From an optimization exercise on the open Yosys and OpenROAD flow, aimed at small area, a short achievable clock period and few clock cycles; shortcuts taken in it are not production practice.
RTL that was checked went through simulation tests only; none was proved equivalent to the original.
Power figures rest on the tool's default switching activity, not on a simulated workload.

==> module gemm_controller, before the edit <==
module gemm_controller (
  input  logic        clk,
  input  logic        rstn,
  input  logic        start,
  input  logic [15:0] M, K, Ncols,
  output logic        done,
  output logic [13:0] addr_A,
  input  logic [31:0] data_A,
  output logic [13:0] addr_B,
  input  logic [31:0] data_B,
  output logic [13:0] addr_C,
  output logic [31:0] data_C,
  output logic        we_C
);
  logic [14:0] n_q;
  logic [13:0] k_q;
  logic        busy, pre, ph, gnew;
  logic [1:0]  bub;                 
  logic [13:0] kl;                  
  logic [13:0] alt_A, alt_B;        
  logic [13:0] col, rb0;            
  logic [14:0] rows_left;           
  logic        more;                
  logic        b_c1v, b_r1v, b_re, b_fin;    
  logic        col_end1, col_end2, c1v, lastcol, r1v, lastrow;
  logic        k_is1, kl_is2, go, issue, s0, s1, s0_new, stop, load0, load1, klast;
  logic [13:0] col_p1, rb1;
  logic        f0_k0, f0_kl;
  logic [5:1]  k0_p;                
  logic        adr_ph, d_ph;        
  logic [5:0]  la;                  
  logic [3:0]  slot0, slot1;        
  logic        wp, rp;              
  logic        q1, q2, q3;          
  logic        w_c1v, w_r1v, w_re, w_fin;
  logic [13:0] wbase, wrow;         
  logic        rst_q;               
  logic [15:0] a0_r, a1_r, b_r, b1_r;
  logic [23:0] pm0, pm0_c, pm1, pm1_c, mid0, mid0_c, mid1, mid1_c;
  logic [15:0] prod0, prod0_c, prod1, prod1_c, prod1d, acc0, acc1, y0, y1, acc0_in, acc1_in, dc;
  assign col_p1   = col + 14'd1;
  assign col_end1 = {1'b0, col_p1} == n_q;             
  assign col_end2 = ({1'b0, col_p1} + 15'd1) == n_q;   
  assign c1v      = !col_end1;
  assign lastcol  = col_end1 || col_end2;
  assign r1v      = rows_left != 15'd1;
  assign lastrow  = (rows_left == 15'd1) || (rows_left == 15'd2);
  assign rb1      = rb0 + k_q;
  assign k_is1    = (k_q == 14'd1);
  assign kl_is2   = (kl == 14'd2);
  assign go     = !busy && start;
  assign issue  = busy && !pre && (bub == 2'd0);
  assign s0     = issue && !ph;
  assign s1     = issue && ph;
  assign s0_new = s0 && gnew;
  assign stop   = s0_new && !more;
  assign load0  = s0_new && more;
  assign load1  = s1 && f0_k0;
  assign klast  = gnew ? k_is1 : kl_is2;      
  always_ff @(posedge clk) begin
    if (!rstn) busy <= 1'b0;
    else if (go) busy <= 1'b1;
    else if (stop) busy <= 1'b0;
  end
  always_ff @(posedge clk) begin
    n_q <= Ncols[14:0];
    k_q <= K[13:0];
    pre <= go;
    if (!busy) begin
      rows_left <= M[14:0];
      ph <= 1'b0; gnew <= 1'b1; more <= 1'b1; bub <= 2'd0;
      col <= '0; rb0 <= '0;
    end else begin
      if (bub != 2'd0) bub <= bub - 2'd1;
      if (issue) ph <= ~ph;
      if (s0) begin
        f0_k0 <= gnew;
        f0_kl <= klast;
        kl    <= gnew ? k_q : kl - 14'd1;
      end
      if (load0) begin
        gnew <= 1'b0;
        b_c1v <= c1v; b_r1v <= r1v; b_re <= lastcol; b_fin <= lastcol && lastrow;
      end else if (s1 && f0_kl) begin
        gnew <= 1'b1;
        if (k_is1) bub <= 2'd2;
      end
      if (load1) begin
        if (lastcol) begin
          col <= '0;
          rb0 <= rb0 + {k_q[12:0], 1'b0};
          rows_left <= rows_left - 15'd2;
          if (lastrow) more <= 1'b0;
        end else
          col <= col + 14'd2;
      end
    end
    if (load0) begin
      addr_A <= rb0; addr_B <= col;
    end else if (load1) begin
      addr_A <= rb1; addr_B <= col_p1;
    end else begin
      addr_A <= alt_A; addr_B <= alt_B;
    end
    alt_A <= addr_A + 14'd1;
    alt_B <= addr_B + n_q[13:0];
  end
  always_ff @(posedge clk) begin
    adr_ph <= issue && ph;
    d_ph   <= adr_ph;
    k0_p <= {k0_p[4:1], f0_k0};
  end
  always_ff @(posedge clk) begin
    if (!rstn) begin
      la <= '0; wp <= 1'b0; rp <= 1'b0;
      q1 <= 1'b0; q2 <= 1'b0; q3 <= 1'b0;
      we_C <= 1'b0; done <= 1'b0;
    end else begin
      la <= {la[4:0], s0 && !stop && klast};
      if (s0 && !stop && klast) wp <= ~wp;
      if (la[5]) rp <= ~rp;
      q1 <= la[5]; q2 <= q1; q3 <= q2;
      we_C <= la[5] | (q1 & w_c1v) | (q2 & w_r1v) | (q3 & w_r1v & w_c1v);
      done <= q3 & w_fin;
    end
  end
  always_ff @(posedge clk) begin
    if (s0 && !stop && klast) begin
      if (wp) slot1 <= gnew ? {c1v, r1v, lastcol, lastcol && lastrow} : {b_c1v, b_r1v, b_re, b_fin};
      else    slot0 <= gnew ? {c1v, r1v, lastcol, lastcol && lastrow} : {b_c1v, b_r1v, b_re, b_fin};
    end
  end
  always_ff @(posedge clk) begin
    if (la[5]) begin
      {w_c1v, w_r1v, w_re, w_fin} <= rp ? slot1 : slot0;
    end
    rst_q <= !rstn;
    if (rst_q || (q3 && w_fin)) begin
      wbase <= '0; wrow <= '0;
    end else if (q3) begin
      if (w_re) begin
        wbase <= wrow + {n_q[12:0], 1'b0};
        wrow  <= wrow + {n_q[12:0], 1'b0};
      end else
        wbase <= wbase + 14'd2;
    end
  end
  always_ff @(posedge clk) begin
    if (q1)      addr_C <= wbase + 14'd1;
    else if (q2) addr_C <= wbase + n_q[13:0];
    else if (q3) addr_C <= wbase + n_q[13:0] + 14'd1;
    else         addr_C <= wbase;
  end
  always_ff @(posedge clk) begin
    if (!d_ph) a0_r <= data_A[15:0];
    else       a1_r <= data_A[15:0];
    b_r  <= data_B[15:0];
    b1_r <= b_r;
  end
  fp16_mul_a u_m0a (.a(a0_r), .b(b_r),  .r(pm0_c));
  fp16_mul_b u_m0b (.r(pm0), .y(prod0_c));
  fp16_mul_a u_m1a (.a(a1_r), .b(b1_r), .r(pm1_c));
  fp16_mul_b u_m1b (.r(pm1), .y(prod1_c));
  assign acc0_in = {y0[15] & ~k0_p[3], y0[14:10] & {5{~k0_p[3]}}, y0[9:0]};
  assign acc1_in = {y1[15] & ~k0_p[5], y1[14:10] & {5{~k0_p[5]}}, y1[9:0]};
  fp16_add_align u_al0 (.a(acc0), .b(prod0),  .r(mid0_c));
  fp16_add_norm  u_nr0 (.r(mid0), .y(y0));
  fp16_add_align u_al1 (.a(acc1), .b(prod1d), .r(mid1_c));
  fp16_add_norm  u_nr1 (.r(mid1), .y(y1));
  always_ff @(posedge clk) begin
    pm0    <= pm0_c;
    pm1    <= pm1_c;
    prod0  <= prod0_c;
    prod1  <= prod1_c;
    prod1d <= prod1;
    mid0   <= mid0_c;
    mid1   <= mid1_c;
    acc0   <= acc0_in;
    acc1   <= acc1_in;
    dc     <= (q2 || q3) ? y1 : y0;
  end
  assign data_C = {16'h0000, dc};
endmodule
clock: 30.0 ns
lec_check: 0
cap_margin: 20
core_margin: 2
core_utilization: 40
place_density: 0.6
slew_margin: 20
standard.sh (not shown) runs the stock make flow with config.mk's settings and CLKGATE_MAP_FILE= SYNTH_SCRIPT=/design/flow/synth_recipe.tcl, a recipe that flattens the netlist after the stock synthesis.
==> flow/flow/run.sh <==
#!/bin/bash
# The standard layout, with the port buffers made of sky130_fd_sc_hd__buf_2
# (ORFS's buffer_ports otherwise picks clkdlybuf4s50_1, a slow delay cell).
set -euo pipefail
export BUFFER_PORTS_ARGS="-buffer_cell sky130_fd_sc_hd__buf_2"
bash standard.sh > standard.log 2>&1
Testbench counts at the start, summed over its fixed seeds: cycles 38,586.
Edit:
--- a/flow/design.v
+++ b/flow/design.v
@@ -911,10 +911,9 @@
   logic        q1, q2, q3;          
   logic        w_c1v, w_r1v, w_re, w_fin;
   logic [13:0] wbase, wrow;         
-  logic        rst_q;               
   logic [15:0] a0_r, a1_r, b_r, b1_r;
   logic [23:0] pm0, pm0_c, pm1, pm1_c, mid0, mid0_c, mid1, mid1_c;
-  logic [15:0] prod0, prod0_c, prod1, prod1_c, prod1d, acc0, acc1, y0, y1, acc0_in, acc1_in, dc;
+  logic [15:0] prod0, prod0_c, prod1, prod1_c, acc0, acc1, y0, y1, acc0_in, acc1_in, dc;
   assign col_p1   = col + 14'd1;
   assign col_end1 = {1'b0, col_p1} == n_q;             
   assign col_end2 = ({1'b0, col_p1} + 15'd1) == n_q;   
@@ -976,7 +975,7 @@
       addr_A <= rb0; addr_B <= col;
     end else if (load1) begin
       addr_A <= rb1; addr_B <= col_p1;
-    end else begin
+    end else if (issue) begin
       addr_A <= alt_A; addr_B <= alt_B;
     end
     alt_A <= addr_A + 14'd1;
@@ -997,7 +996,7 @@
       if (s0 && !stop && klast) wp <= ~wp;
       if (la[5]) rp <= ~rp;
       q1 <= la[5]; q2 <= q1; q3 <= q2;
-      we_C <= la[5] | (q1 & w_c1v) | (q2 & w_r1v) | (q3 & w_r1v & w_c1v);
+      we_C <= la[5] | (q1 & w_r1v) | (q2 & w_c1v) | (q3 & w_r1v & w_c1v);
       done <= q3 & w_fin;
     end
   end
@@ -1011,8 +1010,7 @@
     if (la[5]) begin
       {w_c1v, w_r1v, w_re, w_fin} <= rp ? slot1 : slot0;
     end
-    rst_q <= !rstn;
-    if (rst_q || (q3 && w_fin)) begin
+    if (!rstn || (q3 && w_fin)) begin
       wbase <= '0; wrow <= '0;
     end else if (q3) begin
       if (w_re) begin
@@ -1023,10 +1021,10 @@
     end
   end
   always_ff @(posedge clk) begin
-    if (q1)      addr_C <= wbase + 14'd1;
-    else if (q2) addr_C <= wbase + n_q[13:0];
-    else if (q3) addr_C <= wbase + n_q[13:0] + 14'd1;
-    else         addr_C <= wbase;
+    if (la[5])        addr_C <= wbase;
+    else if (q1)      addr_C <= wbase + n_q[13:0];
+    else if (q2)      addr_C <= wbase + 14'd1;
+    else if (q3)      addr_C <= wbase + n_q[13:0] + 14'd1;
   end
   always_ff @(posedge clk) begin
     if (!d_ph) a0_r <= data_A[15:0];
@@ -1038,23 +1036,25 @@
   fp16_mul_b u_m0b (.r(pm0), .y(prod0_c));
   fp16_mul_a u_m1a (.a(a1_r), .b(b1_r), .r(pm1_c));
   fp16_mul_b u_m1b (.r(pm1), .y(prod1_c));
-  assign acc0_in = {y0[15] & ~k0_p[3], y0[14:10] & {5{~k0_p[3]}}, y0[9:0]};
-  assign acc1_in = {y1[15] & ~k0_p[5], y1[14:10] & {5{~k0_p[5]}}, y1[9:0]};
-  fp16_add_align u_al0 (.a(acc0), .b(prod0),  .r(mid0_c));
+  assign acc0_in = {acc0[15] & ~k0_p[4], acc0[14:10] & {5{~k0_p[4]}}, acc0[9:0]};
+  assign acc1_in = {acc1[15] & ~k0_p[5], acc1[14:10] & {5{~k0_p[5]}}, acc1[9:0]};
+  fp16_add_align u_al0 (.a(acc0_in), .b(prod0),  .r(mid0_c));
   fp16_add_norm  u_nr0 (.r(mid0), .y(y0));
-  fp16_add_align u_al1 (.a(acc1), .b(prod1d), .r(mid1_c));
+  fp16_add_align u_al1 (.a(acc1_in), .b(prod1), .r(mid1_c));
   fp16_add_norm  u_nr1 (.r(mid1), .y(y1));
   always_ff @(posedge clk) begin
     pm0    <= pm0_c;
     pm1    <= pm1_c;
     prod0  <= prod0_c;
     prod1  <= prod1_c;
-    prod1d <= prod1;
     mid0   <= mid0_c;
     mid1   <= mid1_c;
-    acc0   <= acc0_in;
-    acc1   <= acc1_in;
-    dc     <= (q2 || q3) ? y1 : y0;
+    acc0   <= y0;
+    acc1   <= y1;
+    if (q1)      dc <= y1;
+    else if (q2) dc <= acc0;
+    else if (q3) dc <= acc1;
+    else         dc <= y0;
   end
   assign data_C = {16'h0000, dc};
 endmodule
=>
- fmax hardly moves
- die area came out higher by 1.9%
- worst setup slack gets worse by 0.016 ns
- routed wire length came out higher by 4.0%
- area after synthesis came out higher by 1.9%
- sequential power came out lower by about 3%
- clock skew came out higher by 0.035 ns
- synthesized cell count came out higher by 1.9%
- sequential share of layout area came out lower by 0.22 points
- combinational power came out lower by 12%
- core utilization came out lower by 0.14 points
- register-to-register slack gets worse by 0.35 ns
- via count came out higher by 2.9%
- critical path depth stays the same
No functional check of the RTL was part of the second run of this note.

lane 3:
Another version of the RTL of gemm_controller (not shown whole).
For scale: about 3600 cells after synthesis, about 190 I/O pins, ~33000 um2 of cells after synthesis.
Design gemm_controller, start of the top module:
module gemm_controller (
  input  logic        clk,
  input  logic        rstn,
  input  logic        start,
  input  logic [15:0] M, K, Ncols,
  output logic        done,
  output logic [13:0] addr_A,
  input  logic [31:0] data_A,
  output logic [13:0] addr_B,
  input  logic [31:0] data_B,
  output logic [13:0] addr_C,
  output logic [31:0] data_C,
  output logic        we_C
);
==> module gemm_controller, before the edit <==
module gemm_controller (
  input  logic        clk,
  input  logic        rstn,
  input  logic        start,
  input  logic [15:0] M, K, Ncols,
  output logic        done,
  output logic [13:0] addr_A,
  input  logic [31:0] data_A,
  output logic [13:0] addr_B,
  input  logic [31:0] data_B,
  output logic [13:0] addr_C,
  output logic [31:0] data_C,
  output logic        we_C
);
  logic [14:0] n_q;
  logic [13:0] k_q;
  logic        busy, pre, ph, gnew;
  logic [1:0]  bub;                 
  logic [13:0] kl;                  
  logic [13:0] alt_A, alt_B;        
  logic [13:0] col, rb0;            
  logic        rstep;               
  logic [14:0] rows_left;           
  logic        more;                
  logic        b_c1v, b_r1v, b_re, b_fin;    
  logic        col_end1, col_end2, c1v, lastcol, r1v, lastrow;
  logic        k_is1, kl_is2, go, issue, s0, s1, s0_new, stop, load0, load1, klast;
  logic [13:0] col_p1, rb1;
  logic        f0_k0, f0_kl;
  logic [5:1]  k0_p;                
  logic        adr_ph, d_ph;        
  logic [5:0]  la;                  
  logic [3:0]  slot0, slot1;        
  logic        wp, rp;              
  logic        q1, q2, q3;          
  logic        w_c1v, w_r1v, w_re, w_fin;
  logic [13:0] wbase;               
  logic [3:0]  w_rd;                
  logic [13:0] wsum, wnext;
  logic        rst_q;               
  logic [15:0] a0_r, a1_r, b_r, b1_r;
  logic [23:0] pm0, pm0_c, pm1, pm1_c, mid0, mid0_c, mid1, mid1_c;
  logic [15:0] prod0, prod0_c, prod1, prod1_c, prod1d, acc0, acc1, y0, y1, acc0_in, acc1_in, dc;
  assign col_p1   = col + 14'd1;
  assign col_end1 = {1'b0, col_p1} == n_q;             
  assign col_end2 = ({1'b0, col_p1} + 15'd1) == n_q;   
  assign c1v      = !col_end1;
  assign lastcol  = col_end1 || col_end2;
  assign r1v      = rows_left != 15'd1;
  assign lastrow  = (rows_left == 15'd1) || (rows_left == 15'd2);
  assign rb1      = rb0 + k_q;
  assign k_is1    = (k_q == 14'd1);
  assign kl_is2   = (kl == 14'd2);
  assign go     = !busy && start;
  assign issue  = busy && !pre && (bub == 2'd0);
  assign s0     = issue && !ph;
  assign s1     = issue && ph;
  assign s0_new = s0 && gnew;
  assign stop   = s0_new && !more;
  assign load0  = s0_new && more;
  assign load1  = s1 && f0_k0;
  assign klast  = gnew ? k_is1 : kl_is2;      
  always_ff @(posedge clk) begin
    if (!rstn) busy <= 1'b0;
    else if (go) busy <= 1'b1;
    else if (stop) busy <= 1'b0;
  end
  always_ff @(posedge clk) begin
    n_q <= Ncols[14:0];
    k_q <= K[13:0];
    pre <= go;
    if (!busy) begin
      rows_left <= M[14:0];
      ph <= 1'b0; gnew <= 1'b1; more <= 1'b1; bub <= 2'd0;
      col <= '0; rb0 <= '0; rstep <= 1'b0;
    end else begin
      rstep <= 1'b0;
      if (rstep) rb0 <= rb1;
      if (bub != 2'd0) bub <= bub - 2'd1;
      if (issue) ph <= ~ph;
      if (s0) begin
        f0_k0 <= gnew;
        f0_kl <= klast;
        kl    <= gnew ? k_q : kl - 14'd1;
      end
      if (load0) begin
        gnew <= 1'b0;
        b_c1v <= c1v; b_r1v <= r1v; b_re <= lastcol; b_fin <= lastcol && lastrow;
      end else if (s1 && f0_kl) begin
        gnew <= 1'b1;
        if (k_is1) bub <= 2'd2;
      end
      if (load1) begin
        if (lastcol) begin
          col <= '0;
          rb0 <= rb1; rstep <= 1'b1;
          rows_left <= rows_left - 15'd2;
          if (lastrow) more <= 1'b0;
        end else
          col <= col + 14'd2;
      end
    end
    if (load0) begin
      addr_A <= rb0; addr_B <= col;
    end else if (load1) begin
      addr_A <= rb1; addr_B <= col_p1;
    end else begin
      addr_A <= alt_A + 14'd1; addr_B <= alt_B + n_q[13:0];
    end
    alt_A <= addr_A;
    alt_B <= addr_B;
  end
  always_ff @(posedge clk) begin
    adr_ph <= issue && ph;
    d_ph   <= adr_ph;
    k0_p <= {k0_p[4:1], f0_k0};
  end
  always_ff @(posedge clk) begin
    if (!rstn) begin
      la <= '0; wp <= 1'b0; rp <= 1'b0;
      q1 <= 1'b0; q2 <= 1'b0; q3 <= 1'b0;
      we_C <= 1'b0; done <= 1'b0;
    end else begin
      la <= {la[4:0], s0 && !stop && klast};
      if (s0 && !stop && klast) wp <= ~wp;
      if (la[5]) rp <= ~rp;
      q1 <= la[5]; q2 <= q1; q3 <= q2;
      we_C <= la[5] | (q1 & w_c1v) | (q2 & w_r1v) | (q3 & w_r1v & w_c1v);
      done <= (la[5] & w_rd[0] & ~w_rd[3] & ~w_rd[2]) |
              (q1 & w_fin & w_c1v & ~w_r1v) |
              (q2 & w_fin & w_r1v & ~w_c1v) |
              (q3 & w_fin & w_r1v & w_c1v);
    end
  end
  assign w_rd = rp ? slot1 : slot0;
  always_ff @(posedge clk) begin
    if (s0 && !stop && klast) begin
      if (wp) slot1 <= gnew ? {c1v, r1v, lastcol, lastcol && lastrow} : {b_c1v, b_r1v, b_re, b_fin};
      else    slot0 <= gnew ? {c1v, r1v, lastcol, lastcol && lastrow} : {b_c1v, b_r1v, b_re, b_fin};
    end
  end
  assign wsum  = wbase + ((q2 || q3) ? n_q[13:0] : 14'd0) + {13'd0, q1 || q3};
  assign wnext = wbase + (w_re ? {n_q[13:1], 1'b0} : 14'd0) + 14'd2;
  always_ff @(posedge clk) begin
    if (la[5]) begin
      {w_c1v, w_r1v, w_re, w_fin} <= w_rd;
    end
    rst_q <= !rstn;
    if (rst_q || (q3 && w_fin))
      wbase <= '0;
    else if (q3)
      wbase <= wnext;
    addr_C <= wsum;
  end
  always_ff @(posedge clk) begin
    if (!d_ph) a0_r <= data_A[15:0];
    else       a1_r <= data_A[15:0];
    b_r  <= data_B[15:0];
    b1_r <= b_r;
  end
  fp16_mul_a u_m0a (.a(a0_r), .b(b_r),  .r(pm0_c));
  fp16_mul_b u_m0b (.r(pm0), .y(prod0_c));
  fp16_mul_a u_m1a (.a(a1_r), .b(b1_r), .r(pm1_c));
  fp16_mul_b u_m1b (.r(pm1), .y(prod1_c));
  assign acc0_in = {y0[15] & ~k0_p[3], y0[14:10] & {5{~k0_p[3]}}, y0[9:0]};
  assign acc1_in = {y1[15] & ~k0_p[5], y1[14:10] & {5{~k0_p[5]}}, y1[9:0]};
  fp16_add_align u_al0 (.a(acc0), .b(prod0),  .r(mid0_c));
  fp16_add_norm  u_nr0 (.r(mid0), .y(y0));
  fp16_add_align u_al1 (.a(acc1), .b(prod1d), .r(mid1_c));
  fp16_add_norm  u_nr1 (.r(mid1), .y(y1));
  always_ff @(posedge clk) begin
    pm0    <= pm0_c;
    pm1    <= pm1_c;
    prod0  <= prod0_c;
    prod1  <= prod1_c;
    prod1d <= prod1;
    mid0   <= mid0_c;
    mid1   <= mid1_c;
    acc0   <= acc0_in;
    acc1   <= acc1_in;
    dc     <= (q2 || q3) ? y1 : y0;
  end
  assign data_C = {16'h0000, dc};
endmodule
Settings: LEC_CHECK=0, CAP_MARGIN=20, CORE_MARGIN=2, CORE_UTILIZATION=40, PLACE_DENSITY=0.6, SLEW_MARGIN=20; clock period 30.0 ns.
Scripts as last shown in full above: flow/flow/run.sh
Per the final summary, lane 3 finished and its layout is clean on timing, DRC and antenna.
Testbench counts of lane 3, summed over its fixed seeds: cycles 38,461.
Setup changes, lane 3 to lane 1
diff --git a/flow/design.v b/flow/design.v
--- a/flow/design.v
+++ b/flow/design.v
@@ -892,5 +892,8 @@
   logic [14:0] n_q;
   logic [13:0] k_q;
-  logic        busy, pre, ph, gnew;
+  logic        busy, ph, gnew;
+  logic        adv1;                
+  logic        k_in1;               
+  logic [3:0]  info_in;             
   logic [1:0]  bub;                 
   logic [13:0] kl;                  
@@ -930,5 +933,7 @@
   assign kl_is2   = (kl == 14'd2);
   assign go     = !busy && start;
-  assign issue  = busy && !pre && (bub == 2'd0);
+  assign issue  = busy && (bub == 2'd0);
+  assign k_in1  = (K == 16'd1);
+  assign info_in = {Ncols != 16'd1, M != 16'd1, Ncols <= 16'd2, (Ncols <= 16'd2) && (M <= 16'd2)};
   assign s0     = issue && !ph;
   assign s1     = issue && ph;
@@ -946,9 +951,16 @@
     n_q <= Ncols[14:0];
     k_q <= K[13:0];
-    pre <= go;
+    adv1 <= go;
     if (!busy) begin
       rows_left <= M[14:0];
       ph <= 1'b0; gnew <= 1'b1; more <= 1'b1; bub <= 2'd0;
       col <= '0; rb0 <= '0; rstep <= 1'b0;
+      if (go) begin
+        gnew  <= k_in1;
+        if (k_in1) bub <= 2'd2;
+        f0_k0 <= 1'b1;
+        f0_kl <= k_in1;
+        kl    <= K[13:0];
+      end
     end else begin
       rstep <= 1'b0;
@@ -963,10 +975,12 @@
       if (load0) begin
         gnew <= 1'b0;
-        b_c1v <= c1v; b_r1v <= r1v; b_re <= lastcol; b_fin <= lastcol && lastrow;
       end else if (s1 && f0_kl) begin
         gnew <= 1'b1;
         if (k_is1) bub <= 2'd2;
       end
-      if (load1) begin
+      if (load0 || adv1) begin
+        b_c1v <= c1v; b_r1v <= r1v; b_re <= lastcol; b_fin <= lastcol && lastrow;
+      end
+      if (load1 || adv1) begin
         if (lastcol) begin
           col <= '0;
@@ -978,5 +992,9 @@
       end
     end
-    if (load0) begin
+    if (!rstn || (!busy && !go)) begin
+      addr_A <= '0; addr_B <= '0;
+    end else if (go) begin
+      addr_A <= K[13:0]; addr_B <= 14'd1;
+    end else if (load0) begin
       addr_A <= rb0; addr_B <= col;
     end else if (load1) begin
@@ -989,7 +1007,7 @@
   end
   always_ff @(posedge clk) begin
-    adr_ph <= issue && ph;
-    d_ph   <= adr_ph;
-    k0_p <= {k0_p[4:1], f0_k0};
+    adr_ph <= (issue && ph) || go;
+    d_ph   <= adr_ph && !go;
+    k0_p <= {k0_p[4:1], f0_k0 || go};
   end
   always_ff @(posedge clk) begin
@@ -999,6 +1017,6 @@
       we_C <= 1'b0; done <= 1'b0;
     end else begin
-      la <= {la[4:0], s0 && !stop && klast};
-      if (s0 && !stop && klast) wp <= ~wp;
+      la <= {la[4:1], la[0] || (go && k_in1), s0 && !stop && klast};
+      if ((s0 && !stop && klast) || (go && k_in1)) wp <= ~wp;
       if (la[5]) rp <= ~rp;
       q1 <= la[5]; q2 <= q1; q3 <= q2;
@@ -1012,7 +1030,10 @@
   assign w_rd = rp ? slot1 : slot0;
   always_ff @(posedge clk) begin
-    if (s0 && !stop && klast) begin
-      if (wp) slot1 <= gnew ? {c1v, r1v, lastcol, lastcol && lastrow} : {b_c1v, b_r1v, b_re, b_fin};
-      else    slot0 <= gnew ? {c1v, r1v, lastcol, lastcol && lastrow} : {b_c1v, b_r1v, b_re, b_fin};
+    if (go && k_in1) begin
+      if (wp) slot1 <= info_in;
+      else    slot0 <= info_in;
+    end else if (s0 && !stop && klast) begin
+      if (wp) slot1 <= (gnew || adv1) ? {c1v, r1v, lastcol, lastcol && lastrow} : {b_c1v, b_r1v, b_re, b_fin};
+      else    slot0 <= (gnew || adv1) ? {c1v, r1v, lastcol, lastcol && lastrow} : {b_c1v, b_r1v, b_re, b_fin};
     end
   end
### Flow results
Relative to lane 3, half-perimeter wire length of the detailed placement result has gone up in lane 1. On non-clock buffer area fraction after layout, lane 3 tracks lane 1 almost exactly. Of lane 3 and lane 1, the run reporting the lower first-pass GRT wire length was lane 3. Diff lane 3 and lane 1: synthesized area higher in lane 1. Comparing lane 3 with lane 1, the core utilization of the finished layout came out essentially unchanged. Lower final critical-path required period among lane 3 and lane 1: lane 3. Sort lane 3 and lane 1 by area growth from synthesis to final layout, descending, and lane 3 comes first. The lower total routing usage reported by global routing of lane 3 and lane 1 is in lane 3. Lane 1 vs lane 3 — count of cell types in the netlist dropped about 4%. From lane 3 to lane 1 the numbers moved as follows: count of placed standard cells in the final layout, fillers left out went up by about 2.8%; final worst slack decreased by 0.20 ns relative to the old numbers; routed wire length picked up an extra 5600 um; number of clock buffers inserted by TritonCTS increased by 1.8% relative to the old numbers.
Testbench counts of lane 1, summed over its fixed seeds: cycles 38,173.

afterwards: timing with drivers on the ports:
The results above use ideal ports. As a check the final layouts listed here were re-extracted and re-timed, cells and wires unchanged.
Step 1 assumes that a clkbuf_16 drives the clock port and a buf_2 every other input.
Step 2 times the ports against the registers' clock, not the clock port: input delays grow and output delays shrink by t, the midpoint of the rising clock arrivals with the driver on.
a / b / c = no drivers / after step 1 / after step 2; a / b = the first two.
run | t (ns) | setup WS [ns] | worst slew at a driven data input, ns
the first run of note 1 | 0.665 | 22.705 / 22.647 / 23.268 | 0.05
the second run of note 1 | 0.678 | 22.689 / 22.625 / 22.390 | 0.07
lane 3 | 0.674 | 22.819 / 22.754 / 23.271 | 0.07
lane 1 | 0.689 | 22.619 / 22.652 / 21.964 | 0.12
After both steps every run listed still meets setup and hold. The setup slack of lane 1, which loses most, moves by +0.033 ns with the drivers and by -0.655 ns with both steps.
